This design comes from an exercise in tuning for small area and a short achievable clock period on the open sky130 flow, not from production work. The RTL was checked by simulation tests, not by an equivalence proof against the original design. Power and IR drop assume default switching activity.

Design alu_design, start of the top module:
module alu_design #(parameter W = 16, parameter N = 4) (
  clock, reset, CE, INP_valid, MODE, CMD, OPA, OPB, CIN, ERR, RES, OV, COUT, G, L, E);
  input clock;
  input reset;
  input CE;
  input [1:0] INP_valid;
  input MODE;
  input [N-1:0] CMD;
  input [W-1:0] OPA;
  input [W-1:0] OPB;
  input CIN;
  output reg ERR;
  output reg [2*W-1:0] RES;
  output reg OV;
  output reg COUT;
  output reg G;
  output reg L;
  output reg E;
wire i_v01 = (INP_valid == 2'b01);
wire i_v11 = (INP_valid == 2'b11);
wire i_rol  = ~MODE & i_v11 & (CMD == 4'b1100);
wire i_ror  = ~MODE & i_v11 & (CMD == 4'b1101);
wire i_shra = ~MODE & i_v01 & (CMD == 4'b1000);
wire i_shla = ~MODE & i_v01 & (CMD == 4'b1001);
wire i_mul  = MODE & i_v11 & ((CMD == 4'b1001) | (CMD == 4'b1010));
wire i_rotbad = |OPB[W-1:5];
wire i_rot  = (i_rol | i_ror) & ~i_rotbad;
wire i_oneh = i_rot | i_shra | i_shla;
wire [3:0] i_k = i_rol ? OPB[3:0] : i_ror ? (4'd0 - OPB[3:0]) : i_shla ? 4'd1 : 4'd15;
wire [W-1:0] i_b = i_oneh ? (16'd1 << i_k) : OPB;
wire i_l11 = ~MODE & i_v11;
wire i_l01 = ~MODE & i_v01;
wire i_l10 = ~MODE & (INP_valid == 2'b10);
wire [W-1:0] i_lres =
    ({W{i_l11 & (CMD == 4'b0000)}}  & (OPA & OPB)) |
    ({W{i_l11 & (CMD == 4'b0001)}} & ~(OPA & OPB)) |
    ({W{i_l11 & (CMD == 4'b0010)}}   & (OPA | OPB)) |
    ({W{i_l11 & (CMD == 4'b0011)}}  & ~(OPA | OPB)) |
    ({W{i_l11 & (CMD == 4'b0100)}}  & (OPA ^ OPB)) |
    ({W{i_l11 & (CMD == 4'b0101)}} & ~(OPA ^ OPB)) |
    ({W{i_l01 & (CMD == 4'b0110)}} & ~OPA) |
    ({W{i_l10 & (CMD == 4'b0111)}} & ~OPB) |
    ({W{i_l10 & (CMD == 4'b1010)}} & (OPB >> 1)) |
    ({W{i_l10 & (CMD == 4'b1011)}} & (OPB << 1));
wire i_logic = (i_l11 & (CMD <= 4'b0101)) | (i_l01 & (CMD == 4'b0110)) |
               (i_l10 & ((CMD == 4'b0111) | (CMD == 4'b1010) | (CMD == 4'b1011)));
wire [W-1:0] i_a = i_logic ? i_lres : OPA;
reg i_err;
always @(*) begin
  i_err = 1'b1;
  if (MODE) begin
    case (INP_valid)
      2'b01: i_err = ~((CMD == 4'b0100) | (CMD == 4'b0101));
      2'b10: i_err = ~((CMD == 4'b0110) | (CMD == 4'b0111));
      2'b11: i_err = (CMD > 4'b1100) | (CMD[3:2] == 2'b01);
      default: i_err = 1'b1;
    endcase
  end else begin
    case (INP_valid)
  ...
make LEC_CHECK=0 CAP_MARGIN=20 CORE_MARGIN=2 CORE_UTILIZATION=65 PLACE_DENSITY=0.75 SETUP_SLACK_MARGIN=2.5 SLEW_MARGIN=20 finish   # period 8.3 ns
run.sh (not shown) runs the stock make flow with config.mk's settings and CLKGATE_MAP_FILE= SYNTH_SCRIPT=/design/flow/synth_recipe.tcl, a recipe that flattens the netlist after the stock synthesis.
The first run went through all stages and came out clean.
Rerun with:
--- a/flow/design.v
+++ b/flow/design.v
@@ -68,28 +68,24 @@
 localparam KH = 27;    
 reg [W-1:0] na_r, nb_r;
 reg [N-1:0] cmd_r;
 reg [1:0] valid_r;
 reg mode_r, cin_r;
 reg mul_r, err_r;
 always @(posedge clock or posedge reset) begin
-  if (reset) begin
-    na_r    <= 0;
-    nb_r    <= 0;
-    cmd_r   <= 0;
+  if (reset)
     valid_r <= 0;
-    mode_r  <= 0;
-    cin_r   <= 0;
-    mul_r   <= 0;
-    err_r   <= 0;
-  end else if (CE) begin
+  else if (CE)
+    valid_r <= INP_valid;
+end
+always @(posedge clock) begin
+  if (CE) begin
     na_r    <= ~i_a;
     nb_r    <= ~i_b;
     cmd_r   <= CMD;
-    valid_r <= INP_valid;
     mode_r  <= MODE;
     cin_r   <= CIN;
     mul_r   <= i_mul | i_oneh;
     err_r   <= i_err;
   end
 end
 wire [W-1:0] opa_r = ~na_r;
@@ -1004,40 +1000,39 @@
 wire g_comb = cmp_sel & ~eq & ~lt;
 reg [KL-1:0] s_lo;
 reg        s_cl;
 reg [KH-KL-1:0] s_mx, s_my;
 reg [2*W-KH-1:0] s_hi;
 reg q_lo, q_hi, q_sh, q_16, q_up, q_sx, q_co, q_ovu, q_ovs;
 reg q_g, q_l, q_e, q_err;
+always @(posedge clock) begin
+  if (CE) begin
+    s_lo  <= lo_sum[KL-1:0];
+    s_cl  <= lo_sum[KL];
+    s_mx  <= tx[KH-1:KL];
+    s_my  <= ty[KH-1:KL];
+    s_hi  <= hi_sum;
+  end
+end
 always @(posedge clock or posedge reset) begin
   if (reset) begin
-    s_lo  <= 0;
-    s_cl  <= 0;
-    s_mx  <= 0;
-    s_my  <= 0;
-    s_hi  <= 0;
     q_lo  <= 0;
     q_hi  <= 0;
     q_sh  <= 0;
     q_16  <= 0;
     q_up  <= 0;
     q_sx  <= 0;
     q_co  <= 0;
     q_ovu <= 0;
     q_ovs <= 0;
     q_g   <= 0;
     q_l   <= 0;
     q_e   <= 0;
     q_err <= 0;
   end else if (CE) begin
-    s_lo  <= lo_sum[KL-1:0];
-    s_cl  <= lo_sum[KL];
-    s_mx  <= tx[KH-1:KL];
-    s_my  <= ty[KH-1:KL];
-    s_hi  <= hi_sum;
     q_lo  <= c_lo;
     q_hi  <= c_hi;
     q_sh  <= c_sh;
     q_16  <= c_16;
     q_up  <= c_up;
     q_sx  <= c_sx;
     q_co  <= c_co;
The new run finished with timing, DRC and antenna clean. Combinational power climbs by about 46%. Sequential share of layout area climbs by 2.9 points. Routed wire length decreases by 8.3%. Sequential power rose by 18%. Area after synthesis went down by about 2.8%. Power climbs by about 30%. Die area goes down by 2.7%. Cell count fell by about 3.3%. Worst hold slack is better by 19 ps. Via count is lower by 5.2%. First-iteration DRC count drops by 10%. Non-clock buffer count goes down by 2. Global-route usage went down by 2.8 points. Flip-flop and latch count is unchanged.

## afterwards: timing with drivers on the ports
No port has a modelled driver above. Below, the same layouts with a new extraction and two added sets of constraints. Step 1 (the two cells are an assumption about what drives the block):
set clk [get_ports {clock}]
set_driving_cell -lib_cell sky130_fd_sc_hd__clkbuf_16 $clk
set_driving_cell -lib_cell sky130_fd_sc_hd__buf_2 [delete_from_list [all_inputs] $clk]
Step 2 also shifts input and output timing later by t, the mid clock arrival at the registers, as if the neighbouring blocks saw the same clock. Three values: no drivers, after step 1, after step 2; two values: the first two.
run	t, ns	setup slack, ns	worst setup path after step 2	worst slew at a driven data input, ns
the first run	0.404	2.753 / 2.710 / 2.872	register to register	0.04
the second run	0.410	2.795 / 2.744 / 2.877	register to register	0.04
After both steps every run listed still meets setup and hold.
